What follows belongs to an exercise in optimizing a design on an open flow for small area; a production flow would make more cautious choices.
The RTL was checked by simulation tests, not by an equivalence proof against the original design.
Power figures rest on the tool's default switching activity, not on a simulated workload.

==> flow/design.v (excerpt) <==
module stage23_encode_module (
    clk , rst_n ,
    original_data_1 , original_data_2 , original_data_3 ,
    message_en_in ,
    message_en_out ,
    packet_head_data_out ,
    length_fast_1_out , length_fast_2_out , length_fast_3_out ,
    message_fast_1_out , message_fast_2_out , message_fast_3_out ,
    packet_ETX_data_out
    );
Size: ~5600 cells after synthesis, ~1700 flip-flops, roughly 2000 I/O pins, ~56000 um^2 of cells after synthesis.
export LEC_CHECK = 0
export CAP_MARGIN = 20
export CORE_AREA = 5 5 1095 255
export CTS_CLUSTER_DIAMETER = 60
export CTS_CLUSTER_SIZE = 20
export DIE_AREA = 0 0 1100 260
export SLEW_MARGIN = 20
create_clock -name core_clock -period 7.0 [get_ports {clk}]
standard.sh (not shown) runs the stock make flow with config.mk's settings and CLKGATE_MAP_FILE= SYNTH_SCRIPT=/design/flow/synth_recipe.tcl, a recipe that flattens the netlist after the stock synthesis.
==> flow/flow/run.sh <==
#!/bin/bash
# Own layout flow: the standard flow (standard.sh), except that
#  - synthesis maps with an area-oriented ABC script and without ORFS's adder
#    extraction (same Yosys passes, registers and names otherwise),
#  - the port buffers are the smallest buffer cell,
#  - clock tree synthesis uses no dummy loads (its sink clustering and buffer
#    come from config.mk's CTS_* settings, with defaults below).
set -euo pipefail
W=$(pwd)
F=$W/flow

# ORFS's synth.tcl with the ABC call replaced
sed -e 's|log_cmd abc {\*}\$abc_args|log_cmd abc -script $::env(OWN_ABC_SCRIPT) {*}$lib_args {*}$lib_dont_use_args|' \
    "$FLOW_HOME/scripts/synth.tcl" > "$W/own_synth.tcl"
grep -q 'OWN_ABC_SCRIPT' "$W/own_synth.tcl"
export OWN_SYNTH_TCL=$W/own_synth.tcl
export OWN_ABC_SCRIPT=$F/abc_area.script

bash standard.sh SYNTH_SCRIPT="$F/synth_wrap.tcl" ADDER_MAP_FILE= SYNTH_INSBUF=0 synth > "$W/own_synth.log" 2>&1

setting() { sed -n "s/^export $1 = //p" config.mk | tail -1; }
CSIZE=$(setting CTS_CLUSTER_SIZE); CSIZE=${CSIZE:-20}
CDIAM=$(setting CTS_CLUSTER_DIAMETER); CDIAM=${CDIAM:-60}
CBUF=$(setting CTS_BUF_LIST); CBUF=${CBUF:-sky130_fd_sc_hd__clkbuf_16}
CTS="-sink_clustering_enable -repair_clock_nets -sink_clustering_size $CSIZE"
CTS="$CTS -sink_clustering_max_diameter $CDIAM -buf_list {$CBUF} -dont_use_dummy_load"
bash standard.sh BUFFER_PORTS_ARGS="-buffer_cell sky130_fd_sc_hd__buf_1" CTS_ARGS="$CTS" finish > "$W/own_layout.log" 2>&1
test -s out/final.def
==> flow/flow/abc_area.script <==
strash
dc2
dch -f
amap
==> flow/flow/synth_wrap.tcl <==
proc synth {args} { yosys synth -nofsm -noshare {*}$args }
source $::env(OWN_SYNTH_TCL)
# left out here: clear keep_hierarchy, flatten, clean up, hide names made inside functions, write 1_2_yosys.v
The first run finished with timing, DRC and antenna clean.
==> next run, changes <==
--- a/flow/flow/run.sh
+++ b/flow/flow/run.sh
@@ -5,0 +6 @@
+#  - after global routing, gates off the critical paths are downsized (RECOVER_POWER),
@@ -27 +28 @@
-bash standard.sh BUFFER_PORTS_ARGS="-buffer_cell sky130_fd_sc_hd__buf_1" CTS_ARGS="$CTS" finish > "$W/own_layout.log" 2>&1
+bash standard.sh BUFFER_PORTS_ARGS="-buffer_cell sky130_fd_sc_hd__buf_1" CTS_ARGS="$CTS" RECOVER_POWER=100 finish > "$W/own_layout.log" 2>&1
Now the flow finished with max-capacitance violations, max-slew violations left.
Global-route usage stays the same.
Worst setup slack degrades by 180 ps.
Core utilization hardly moves.
Maximum frequency is lower by about 2.6%.
==> next run, changes <==
--- a/flow/flow/run.sh
+++ b/flow/flow/run.sh
@@ -6 +5,0 @@
-#  - after global routing, gates off the critical paths are downsized (RECOVER_POWER),
@@ -28 +27 @@
-bash standard.sh BUFFER_PORTS_ARGS="-buffer_cell sky130_fd_sc_hd__buf_1" CTS_ARGS="$CTS" RECOVER_POWER=100 finish > "$W/own_layout.log" 2>&1
+bash standard.sh BUFFER_PORTS_ARGS="-buffer_cell sky130_fd_sc_hd__buf_1" CTS_ARGS="$CTS" finish > "$W/own_layout.log" 2>&1
--- a/flow/config.mk
+++ b/flow/config.mk
@@ -10,2 +10,2 @@
-export CTS_CLUSTER_DIAMETER = 60
-export CTS_CLUSTER_SIZE = 20
+export CTS_CLUSTER_DIAMETER = 70
+export CTS_CLUSTER_SIZE = 24
Result:
- This time the run passed the timing, DRC and antenna checks
- cell count barely changes
- setup slack gets better by 170 ps
- synthesized cell count stays the same
- area after synthesis does not change
- wire length hardly moves
- design area hardly moves
- global-route usage is about the same
- non-clock buffer count is unchanged
- total power came out lower by a few percent
- via count grows slightly
==> next run, changes <==
--- a/flow/flow/run.sh
+++ b/flow/flow/run.sh
@@ -5,0 +6 @@
+#  - after global routing, gates off the critical paths are downsized (RECOVER_POWER),
@@ -27 +28 @@
-bash standard.sh BUFFER_PORTS_ARGS="-buffer_cell sky130_fd_sc_hd__buf_1" CTS_ARGS="$CTS" finish > "$W/own_layout.log" 2>&1
+bash standard.sh BUFFER_PORTS_ARGS="-buffer_cell sky130_fd_sc_hd__buf_1" CTS_ARGS="$CTS" RECOVER_POWER=100 finish > "$W/own_layout.log" 2>&1
--- a/flow/config.mk
+++ b/flow/config.mk
@@ -10,2 +10,2 @@
-export CTS_CLUSTER_DIAMETER = 70
-export CTS_CLUSTER_SIZE = 24
+export CTS_CLUSTER_DIAMETER = 60
+export CTS_CLUSTER_SIZE = 22
Outcome:
- The changed run completed, yet does not pass: max-capacitance violations, max-slew violations
- worst setup slack loses 190 ps
- synthesized area is unchanged
- clock skew is higher by 16 ps
==> next run, changes <==
--- a/flow/flow/run.sh
+++ b/flow/flow/run.sh
@@ -6 +5,0 @@
-#  - after global routing, gates off the critical paths are downsized (RECOVER_POWER),
@@ -28 +27 @@
-bash standard.sh BUFFER_PORTS_ARGS="-buffer_cell sky130_fd_sc_hd__buf_1" CTS_ARGS="$CTS" RECOVER_POWER=100 finish > "$W/own_layout.log" 2>&1
+bash standard.sh BUFFER_PORTS_ARGS="-buffer_cell sky130_fd_sc_hd__buf_1" CTS_ARGS="$CTS" finish > "$W/own_layout.log" 2>&1
--- a/flow/config.mk
+++ b/flow/config.mk
@@ -10,2 +10,2 @@
-export CTS_CLUSTER_DIAMETER = 60
-export CTS_CLUSTER_SIZE = 22
+export CTS_CLUSTER_DIAMETER = 50
+export CTS_CLUSTER_SIZE = 20
The changed run finished with timing, DRC and antenna clean.
Cell area is higher by 0.87%.
Utilization went up by 0.23 points.
Power rises by 2.1%.
Routed wire length hardly moves.
Count of clock-buffer cells in the layout went up by 12.
Critical path depth went up by 7.
Setup slack gets better by 240 ps.
Hold slack gains 8.8 ps.
Via count decreases by 0.31%.
Die area does not change.

[afterwards: timing with drivers on the ports]
The results above use ideal ports. As a check the final layouts listed here were re-extracted and re-timed, cells and wires unchanged. Step 1: set_driving_cell puts a clkbuf_16 on clk and a buf_2 on each other input, an assumption about the parent block. Step 2 moves the port delays by t, midway between the first and last clock arrival at a register: inputs arrive t later, outputs are due t later. That takes back most of the time a late clock gives input paths. a / b / c = no drivers / after step 1 / after step 2; a / b = the first two.
run | t (ns) | setup slack, ns | hold slack, ns | worst setup path at the end | clock arrival spread, ns
the first run | 0.781 | 0.372 / 0.308 / 1.089 | 0.277 / 0.277 / 0.277 | register to output | 0.140 / 0.140
the second run | 0.783 | 0.197 / 0.133 / -0.170 | 0.279 / 0.279 / 0.279 | input to register | 0.140 / 0.140
the third run | 0.780 | 0.363 / 0.300 / 1.080 | 0.280 / 0.280 / 0.280 | register to output | 0.102 / 0.102
the fourth run | 0.774 | 0.169 / 0.105 / -0.165 | 0.274 / 0.274 / 0.274 | input to register | 0.154 / 0.155
the fifth run | 0.793 | 0.407 / 0.343 / 1.136 | 0.283 / 0.283 / 0.283 | register to output | 0.129 / 0.129
For the second run, which loses most, drivers alone change the setup slack by -0.064 ns; drivers and shift together by -0.367 ns.
